Background: an optimization exercise with open tools, aiming at small area. Do not read the settings as production practice.
No functional check of the RTL was part of this run.
Power and IR drop assume default switching activity.

===== flow/config.mk =====
export PLATFORM = sky130hd
export DESIGN_NAME = classifier_top
export DESIGN_NICKNAME = classifier_top
export VERILOG_FILES = /design/flow/design.v
export SDC_FILE = /design/flow/constraint.sdc
export NUM_CORES = 4
export LEC_CHECK = 0
export ABC_AREA = 1
export CAP_MARGIN = 20
export CORE_MARGIN = 2
export CORE_UTILIZATION = 40
export GPL_TIMING_DRIVEN = 0
export SLEW_MARGIN = 20
export SYNTH_HIERARCHICAL = 1
export SYNTH_MINIMUM_KEEP_SIZE = 0

===== flow/constraint.sdc =====
create_clock -name core_clock -period 6.5 [get_ports {clk}]
set_input_delay 1.3000 -clock core_clock [delete_from_list [all_inputs] [get_ports {clk}]]
set_output_delay 1.3000 -clock core_clock [all_outputs]
set_load 0.01 [all_outputs]

===== flow/design.v =====
module classifier_top (
  input  wire clk,
  input  wire rst_n,
  input  wire signed [3:0]  x_int4,
  input  wire signed [7:0]  w_int8,
  input  wire new_feat,
  input  wire new_class,
  input  wire [2:0] class_id,
  output reg  signed [19:0] acc20,
  output reg  signed [19:0] max_score,
  output reg  [2:0] max_class
);
  wire en = new_feat & ~new_class;
  wire [3:0] xg = x_int4 & {4{en}};
  wire [19:0] ag = acc20 & {20{~new_class}};
  wire [19:0] sum;
  wire two1 = xg[1] & ~xg[0];
  wire pp2 = ((xg[0] & w_int8[0]) | (two1 & 1'b0)) ^ xg[1];
  wire pp3 = ((xg[0] & w_int8[1]) | (two1 & w_int8[0])) ^ xg[1];
  wire pp4 = ((xg[0] & w_int8[2]) | (two1 & w_int8[1])) ^ xg[1];
  wire pp5 = ((xg[0] & w_int8[3]) | (two1 & w_int8[2])) ^ xg[1];
  wire pp6 = ((xg[0] & w_int8[4]) | (two1 & w_int8[3])) ^ xg[1];
  wire pp7 = ((xg[0] & w_int8[5]) | (two1 & w_int8[4])) ^ xg[1];
  wire pp8 = ((xg[0] & w_int8[6]) | (two1 & w_int8[5])) ^ xg[1];
  wire pp9 = ((xg[0] & w_int8[7]) | (two1 & w_int8[6])) ^ xg[1];
  wire pp10 = ~(((xg[0] & w_int8[7]) | (two1 & w_int8[7])) ^ xg[1]);
  wire one11 = xg[2] ^ xg[1];
  wire two12 = (xg[3] & ~xg[2] & ~xg[1]) | (~xg[3] & xg[2] & xg[1]);
  wire pp13 = ((one11 & w_int8[0]) | (two12 & 1'b0)) ^ xg[3];
  wire pp14 = ((one11 & w_int8[1]) | (two12 & w_int8[0])) ^ xg[3];
  wire pp15 = ((one11 & w_int8[2]) | (two12 & w_int8[1])) ^ xg[3];
  wire pp16 = ((one11 & w_int8[3]) | (two12 & w_int8[2])) ^ xg[3];
  wire pp17 = ((one11 & w_int8[4]) | (two12 & w_int8[3])) ^ xg[3];
  wire pp18 = ((one11 & w_int8[5]) | (two12 & w_int8[4])) ^ xg[3];
  wire pp19 = ((one11 & w_int8[6]) | (two12 & w_int8[5])) ^ xg[3];
  wire pp20 = ((one11 & w_int8[7]) | (two12 & w_int8[6])) ^ xg[3];
  wire pp21 = ~(((one11 & w_int8[7]) | (two12 & w_int8[7])) ^ xg[3]);
  wire s22 = ag[0] ^ xg[1] ^ pp2;
  wire c23 = (ag[0] & xg[1]) | (ag[0] & pp2) | (xg[1] & pp2);
  wire s24 = ag[1] ^ pp3 ^ c23;
  wire c25 = (ag[1] & pp3) | (ag[1] & c23) | (pp3 & c23);
  wire s26 = ag[2] ^ xg[3] ^ pp4;
  wire c27 = (ag[2] & xg[3]) | (ag[2] & pp4) | (xg[3] & pp4);
  wire s28 = pp13 ^ s26;
  wire c29 = pp13 & s26;
  wire s30 = ag[3] ^ pp5 ^ pp14;
  wire c31 = (ag[3] & pp5) | (ag[3] & pp14) | (pp5 & pp14);
  wire s32 = c27 ^ s30;
  wire c33 = c27 & s30;
  wire s34 = ag[4] ^ pp6 ^ pp15;
  wire c35 = (ag[4] & pp6) | (ag[4] & pp15) | (pp6 & pp15);
  wire s36 = c31 ^ s34;
  wire c37 = c31 & s34;
  wire s38 = ag[5] ^ pp7 ^ pp16;
  wire c39 = (ag[5] & pp7) | (ag[5] & pp16) | (pp7 & pp16);
  wire s40 = c35 ^ s38;
  wire c41 = c35 & s38;
  wire s42 = ag[6] ^ pp8 ^ pp17;
  wire c43 = (ag[6] & pp8) | (ag[6] & pp17) | (pp8 & pp17);
  wire s44 = c39 ^ s42 ^ c41;
  wire c45 = (c39 & s42) | (c39 & c41) | (s42 & c41);
  wire s46 = ag[7] ^ pp9 ^ pp18;
  wire c47 = (ag[7] & pp9) | (ag[7] & pp18) | (pp9 & pp18);
  wire s48 = c43 ^ s46 ^ c45;
  wire c49 = (c43 & s46) | (c43 & c45) | (s46 & c45);
  wire s50 = 1'b1 ^ ag[8] ^ pp10;
  wire c51 = (1'b1 & ag[8]) | (1'b1 & pp10) | (ag[8] & pp10);
  wire s52 = pp19 ^ c47 ^ s50;
  wire c53 = (pp19 & c47) | (pp19 & s50) | (c47 & s50);
  wire s54 = 1'b1 ^ ag[9] ^ pp20;
  wire c55 = (1'b1 & ag[9]) | (1'b1 & pp20) | (ag[9] & pp20);
  wire s56 = c51 ^ s54 ^ c53;
  wire c57 = (c51 & s54) | (c51 & c53) | (s54 & c53);
  wire s58 = ag[10] ^ pp21 ^ c55;
  wire c59 = (ag[10] & pp21) | (ag[10] & c55) | (pp21 & c55);
  wire s60 = s28 ^ c25;
  wire c61 = s28 & c25;
  wire p62 = c29 ^ s32;
  wire g63 = c29 & s32;
  wire cy64;
  mac_cy u_cy64 (.g(g63), .p(p62), .c(c61), .co(cy64));
  wire s65 = p62 ^ c61;
  wire p66 = c33 ^ s36;
  wire g67 = c33 & s36;
  wire cy68;
  mac_cy u_cy68 (.g(g67), .p(p66), .c(cy64), .co(cy68));
  wire s69 = p66 ^ cy64;
  wire p70 = c37 ^ s40;
  wire g71 = c37 & s40;
  wire cy72;
  mac_cy u_cy72 (.g(g71), .p(p70), .c(cy68), .co(cy72));
  wire s73 = p70 ^ cy68;
  wire s74 = s44 ^ cy72;
  wire c75 = s44 & cy72;
  wire s76 = s48 ^ c75;
  wire c77 = s48 & c75;
  wire p78 = s52 ^ c49;
  wire g79 = s52 & c49;
  wire cy80;
  mac_cy u_cy80 (.g(g79), .p(p78), .c(c77), .co(cy80));
  wire s81 = p78 ^ c77;
  wire s82 = s56 ^ cy80;
  wire c83 = s56 & cy80;
  wire p84 = s58 ^ c57;
  wire g85 = s58 & c57;
  wire cy86;
  mac_cy u_cy86 (.g(g85), .p(p84), .c(c83), .co(cy86));
  wire s87 = p84 ^ c83;
  wire inc88 = c59 & cy86;
  wire dec89 = ~(c59 | cy86);
  wire n90 = ag[11] ^ (inc88 | dec89);
  wire n91 = ag[12] ^ ((inc88 & ag[11]) | (dec89 & ~ag[11]));
  wire all192 = ag[11] & ag[12];
  wire all093 = ~ag[11] & ~ag[12];
  wire n94 = ag[13] ^ ((inc88 & all192) | (dec89 & all093));
  wire all195 = all192 & ag[13];
  wire all096 = all093 & ~ag[13];
  wire n97 = ag[14] ^ ((inc88 & all195) | (dec89 & all096));
  wire all198 = all195 & ag[14];
  wire all099 = all096 & ~ag[14];
  wire n100 = ag[15] ^ ((inc88 & all198) | (dec89 & all099));
  wire all1101 = all198 & ag[15];
  wire all0102 = all099 & ~ag[15];
  wire n103 = ag[16] ^ ((inc88 & all1101) | (dec89 & all0102));
  wire all1104 = all1101 & ag[16];
  wire all0105 = all0102 & ~ag[16];
  wire n106 = ag[17] ^ ((inc88 & all1104) | (dec89 & all0105));
  wire all1107 = all1104 & ag[17];
  wire all0108 = all0105 & ~ag[17];
  wire n109 = ag[18] ^ ((inc88 & all1107) | (dec89 & all0108));
  wire all1110 = all1107 & ag[18];
  wire all0111 = all0108 & ~ag[18];
  wire n112 = ag[19] ^ ((inc88 & all1110) | (dec89 & all0111));
  wire all1113 = all1110 & ag[19];
  wire all0114 = all0111 & ~ag[19];
  assign sum[0] = s22;
  assign sum[1] = s24;
  assign sum[2] = s60;
  assign sum[3] = s65;
  assign sum[4] = s69;
  assign sum[5] = s73;
  assign sum[6] = s74;
  assign sum[7] = s76;
  assign sum[8] = s81;
  assign sum[9] = s82;
  assign sum[10] = s87;
  assign sum[11] = n90;
  assign sum[12] = n91;
  assign sum[13] = n94;
  assign sum[14] = n97;
  assign sum[15] = n100;
  assign sum[16] = n103;
  assign sum[17] = n106;
  assign sum[18] = n109;
  assign sum[19] = n112;
  wire [20:0] g;
  assign g[0] = 1'b0;
  genvar k;
  generate
    for (k = 0; k < 19; k = k + 1) begin : cmp
      assign g[k+1] = (acc20[k] & ~max_score[k]) | ((acc20[k] | ~max_score[k]) & g[k]);
    end
  endgenerate
  assign g[20] = (~acc20[19] & max_score[19]) | ((~acc20[19] | max_score[19]) & g[19]);
  wire upd = new_class & g[20];
  always @(posedge clk or negedge rst_n) begin
    if (!rst_n) begin
      acc20     <= 20'd0;
      max_score <= 20'd0;
      max_class <= 3'd0;
    end else begin
      acc20 <= sum;
      if (upd) begin
        max_score <= acc20;
        max_class <= class_id;
      end
    end
  end
endmodule
module mac_cy (
  input  wire g,
  input  wire p,
  input  wire c,
  output wire co
);
  assign co = g | (p & c);
endmodule

===== flow/flow/run.sh =====
#!/bin/bash
# Standard ORFS layout (the standard.sh, unchanged synthesis), with the port buffers
# that buffer_ports inserts made sky130_fd_sc_hd__buf_1 instead of the default choice.
set -euo pipefail
export BUFFER_PORTS_ARGS="-buffer_cell sky130_fd_sc_hd__buf_1"
bash standard.sh finish > standard_flow.log 2>&1

===== flow/standard.sh =====
#!/bin/bash
# synth_recipe.tcl (not shown) runs the flow's synth.tcl, then flattens the netlist and writes it again
# the make line also repeats each setting of config.mk as NAME=value (left out here)
make -C /OpenROAD-flow-scripts/flow DESIGN_CONFIG=/design/flow/config.mk WORK_HOME=/design/flow/orfs CLKGATE_MAP_FILE= SYNTH_SCRIPT=/design/flow/synth_recipe.tcl "${@:-finish}"

==> results_tabular.tex <==
\begin{tabular}{lr}
\hline
Metric & Value \\
\hline
\multicolumn{2}{l}{\textbf{Logic synthesis}} \\
\quad Share of the synthesized netlist area taken by xor and xnor gates & 8.51\% \\
\quad Distinct cells, synth & 26 \\
\quad Post-synthesis mux area share & 0\% \\
\quad Mapped cell area & 3090 um2 \\
\quad Synthesized instance count & 396 \\
\quad Dominant combinational cell family by area after synthesis & simple AND/OR/NAND/NOR gates \\
\quad Number of storage elements in the synthesis netlist & 43 \\
\quad Synth Area in Compound Gates & between 8 and 9\% \\
\quad Net count after synthesis & roughly 440 \\
\quad Adder and majority cell fraction of the synthesized area & between 10 and 15\% \\
\quad Sequential-to-total area share from yosys stat & 34.9\% \\
\quad Post-Syn Area per Cell & slightly below 8 um2 \\
\quad Number of warnings issued by yosys & 7 \\
\quad Fraction of the mapped netlist area in simple logic gates & approximately 22\% \\
\multicolumn{2}{l}{\textbf{Floorplanning}} \\
\quad I/O Pins & 62 \\
\quad Core area & 7610 um2 \\
\quad Width of the die & 91.8 um \\
\quad Die Ht & roughly 90 um \\
\quad Row count & 32 \\
\quad Starting density of the core & 40.6\% \\
\quad Total die area & 8440 um2 \\
\multicolumn{2}{l}{\textbf{Place}} \\
\quad Total instance count after detailed placement & 559 \\
\quad HPWL after DPL & approximately 5.6 mm \\
\quad Port buffer count & 60 \\
\quad Placement Cell Area & 3470 um2 \\
\quad Final estimated routing congestion in global placement & about 0.83 \\
\multicolumn{2}{l}{\textbf{Route}} \\
\quad Post-route ant nets & 0 \\
\quad Detailed Route Iter0 Violations & 117 \\
\quad Via count & 2732 \\
\quad Final wirelength & 7.07 mm \\
\quad First-pass DRT Iterations & 5 \\
\quad DRC viols & 0 \\
\quad Average routed wire per standard cell & 12.4 um \\
\quad Vias per cell & 4.78 \\
\multicolumn{2}{l}{\textbf{Global routing}} \\
\quad Number of antenna violations at the first check in global routing & 0 \\
\quad Pin count of the biggest net entering global routing & 24 \\
\quad GRT Util Overall & $\sim$18\% \\
\quad Via count of the first global-routing pass & 2654 \\
\quad First-pass GRT wire length & 12.1 mm \\
\quad GRT Residual Overflow & 0 \\
\multicolumn{2}{l}{\textbf{Worst setup path}} \\
\quad Crit-path most repeated cell & nand2\_1 \\
\quad Data required, critical path & 6.74 ns \\
\quad Largest stage delay on the critical path & a little under 0.5 ns \\
\quad Slowest-stage cell, CP & fa\_1 \\
\quad Gate family responsible for the most delay along the worst path & adder cells \\
\quad Combined buffer and inverter count along the critical path & 5 \\
\quad Maximum fanout count along the critical path & 9 \\
\quad Critical path class & primary input to register \\
\quad Arrival time at the worst endpoint & 6.25 ns \\
\quad CP endpoint kind & register \\
\quad Type of origin of the critical path & primary input \\
\multicolumn{2}{l}{\textbf{Clocking}} \\
\quad Bufs on Longest Clock Path & 2 \\
\quad Cts hold-fix bufs & 0 \\
\quad Clk sink count & 43 \\
\quad Latest clock arrival within the worst-skew pair & 0.30 ns \\
\quad CTS tree & yes \\
\quad H-tree levels & 2 \\
\quad TritonCTS buffer count & 5 \\
\quad Clock-pin slew on the worst setup and hold paths & 0.09 ns \\
\quad CTS root buf & clkbuf\_8 \\
\multicolumn{2}{l}{\textbf{Pwr}} \\
\quad Areal power density over the cells & $\sim$420 nW/um2 \\
\quad Maximum ir drop on the vdd rail & 0.122 mV \\
\quad Leakage power summed over all cells & 1.96 nW \\
\multicolumn{2}{l}{\textbf{STA}} \\
\quad Final Cycle Share & approximately 92\% \\
\quad Maximum achievable frequency & approximately 0.17 GHz \\
\quad Endpoints failing hold & 0 \\
\quad Clock Skews & 0.0111 ns \\
\quad Endpoints failing setup & 0 \\
\quad Crit path time final & 6.01 ns \\
\quad Slew at the pin with the worst max-slew slack & 0.595 ns \\
\quad Max transition margin & between 60\% and 70\% \\
\quad Final Max Slew Viols & 0 \\
\multicolumn{2}{l}{\textbf{Finish}} \\
\quad Cell Count, Final, Fillers Out & approximately 570 \\
\quad Syn-to-layout area delta & 18.9\% \\
\quad Fraction of final layout cells with drive strength greater than 1 & 11.1\% \\
\quad Fillers & 783 \\
\quad Final antenna diode count & 0 \\
\quad Multi-input gate area in the final layout & 1720 um2 \\
\quad Final Cell Area & 3670 um2 \\
\quad Sequential Area & $\sim$1100 um2 \\
\quad Total number of nets in the final design & a little over 500 \\
\multicolumn{2}{l}{\textbf{Flow run}} \\
\quad Max-cap check violation count & 0 \\
\multicolumn{2}{l}{\textbf{Run status}} \\
\quad Run status & finished clean \\
\multicolumn{2}{l}{\textbf{Min path}} \\
\quad HP Class & register to register \\
\hline
\end{tabular}
-- cells in the final DEF (no fill, tap or decap) --
cell type	netlist	routed
a21oi_1	5	4
a21oi_2	0	1
a221oi_1	1	1
a22o_1	1	1
a31oi_4	0	1
buf_1	0	59
buf_16	0	1
buf_2	3	4
buf_4	0	4
buf_6	1	1
buf_8	1	1
bufinv_16	0	1
clkbuf_1	3	3
clkbuf_8	0	6
clkinv_2	0	1
dfrtp_1	43	43
fa_1	12	12
ha_1	17	17
inv_1	68	68
inv_2	10	9
inv_4	0	1
nand2_1	102	98
nand2_2	11	14
nand2_4	2	3
nand3_1	25	25
nor2_1	20	17
nor2_2	0	2
nor2_4	0	1
nor3_1	2	2
o21ai_0	15	15
o21ai_1	3	3
o22ai_1	18	18
o31ai_2	0	1
or2_1	1	1
xnor2_1	3	3
xor2_1	27	27
-- per-layer routing --
layer	wire length [um]	global-route usage (%)
met1	3120	22.3
met2	3590	31.8
met3	256	2.38
met4	106	6.22
met5	0	0
-- modules after synthesis (local to each module, per instance) --
module          flip-flops and latches  times used
classifier_top                      43           1
mac_cy                               0           5
-- power by group --
part           switching (mW)  internal (mW)
Sequential              0.118          0.387
Combinational           0.492          0.311
Clock                  0.0953          0.124
-- synthesized netlist by cell type --
| cell type | count | area share [%] |
|---|---|---|
| a21oi_1 | 5 | 0.81 |
| a221oi_1 | 1 | 0.28 |
| a22o_1 | 1 | 0.28 |
| a31oi_1 | 1 | 0.20 |
| buf_2 | 3 | 0.49 |
| buf_6 | 1 | 0.36 |
| buf_8 | 1 | 0.49 |
| clkbuf_1 | 3 | 0.36 |
| dfrtp_1 | 43 | 35 |
| fa_1 | 12 | 7.8 |
| ha_1 | 17 | 6.9 |
| inv_1 | 68 | 8.3 |
| inv_2 | 10 | 1.2 |
| nand2_1 | 102 | 12 |
| nand2_2 | 11 | 2.2 |
| nand2_4 | 2 | 0.73 |
| nand3_1 | 25 | 4.1 |
| nor2_1 | 20 | 2.4 |
| nor3_1 | 2 | 0.32 |
| o21ai_0 | 15 | 2.4 |
| o21ai_1 | 3 | 0.49 |
| o22ai_1 | 18 | 3.6 |
| o31ai_1 | 1 | 0.24 |
| or2_1 | 1 | 0.20 |
| xnor2_1 | 3 | 0.85 |
| xor2_1 | 27 | 7.7 |
-- sequential cells by signal, indices dropped and copies added (netlist names) --
| signal | count |
|---|---|
| max_score | 20 |
| max_class | 3 |
| acc20 | 20 |
-- final timing paths --
path	from	end	slack (ns)	cells after the start
worst min-delay path	acc20[7]	max_score[7]	0.50	2
worst max-delay path	new_class	acc20[19]	0.49	36
max in group asynchronous	rst_n	acc20[10]	4.99	2
worst max register to register	acc20[3]	acc20[19]	2.08	28
worst min register to register	acc20[7]	max_score[7]	0.50	2
min in group asynchronous	rst_n	max_class[2]	1.00	1
-- through the flow --
stage                     utilization, %  total power, mW  hold slack (ns)  setup TNS (ns)  worst slack (ns)
after global routing                48.2             1.69            0.519        -0.00569          -0.00569
after floorplan                        -             1.07            0.523               0             0.331
after detailed placement            45.6             1.32            0.489           -1.25            -0.477
final                               48.2             1.53            0.501               0             0.492
after CTS                           47.3             1.54            0.509               0            0.0303
after global placement              45.2             1.29            0.486          -0.820            -0.375
-- area by class of cell --
cell class | instances | share of cell area [%]
inverters | 78 | 8.05
well taps | 102 | 3.48
clock inverters | 2 | 0.955
plain buffers | 8 | 1.43
flip-flops and latches | 43 | 29.3
multi-input cells | 267 | 46.8
clock buffers | 6 | 2.25
repair buffers | 65 | 7.74
-- worst register-to-register path: cells and delay by family (launching register included) --
kind                       cells  cell delay (ns)
buffers and inverters          2             0.11
adders and majority gates      7             1.89
DFF                            1             0.45
xor gates and xnor gates       1             0.16
AOI/OAI and AO/OA              2             0.33
and+or+nand+nor               16             1.45
-- cells by family after synthesis --
family | count (synthesis)
flops | 43
compound gates | 45
xor+xnor | 30
fa+ha+maj | 29
simple gates | 163
buf+inv | 86
-- repair_timing --
| action | in CTS | in global routing |
|---|---|---|
| setup endpoints to repair | 2 | 4 |
| pin swaps | 0 | 1 |
| buffers inserted | 0 | 4 |
| hold endpoints to repair | 0 | 0 |
| gates resized for setup | 2 | 12 |

[re-timing with driven ports]
The results above use ideal ports. As a check the final layout listed here was re-extracted and re-timed, cells and wires unchanged. Step 1 sets driving cells, clkbuf_16 on the clock port and buf_2 on the other inputs (assumed; they add their load-dependent delay and slew). Step 2 adds t to the input delays and takes it off the output delays; t is the mean of the earliest and latest rising clock arrival at the registers after step 1. Input paths then give back, and output paths get back, about the clock's delay inside the block. Slacks: no drivers / after step 1 / after step 2; pairs: no drivers / after step 1.
t, ns: 0.330
setup slack, ns: 0.492 / 0.497 / 0.168
worst setup path after step 2: input to register
latest minus earliest clock arrival (ns): 0.011 / 0.011
cell pins on the clock port's net: 1
After both steps this run still meets setup and hold. For this run, drivers alone change the setup slack by +0.005 ns; drivers and shift together by -0.324 ns.
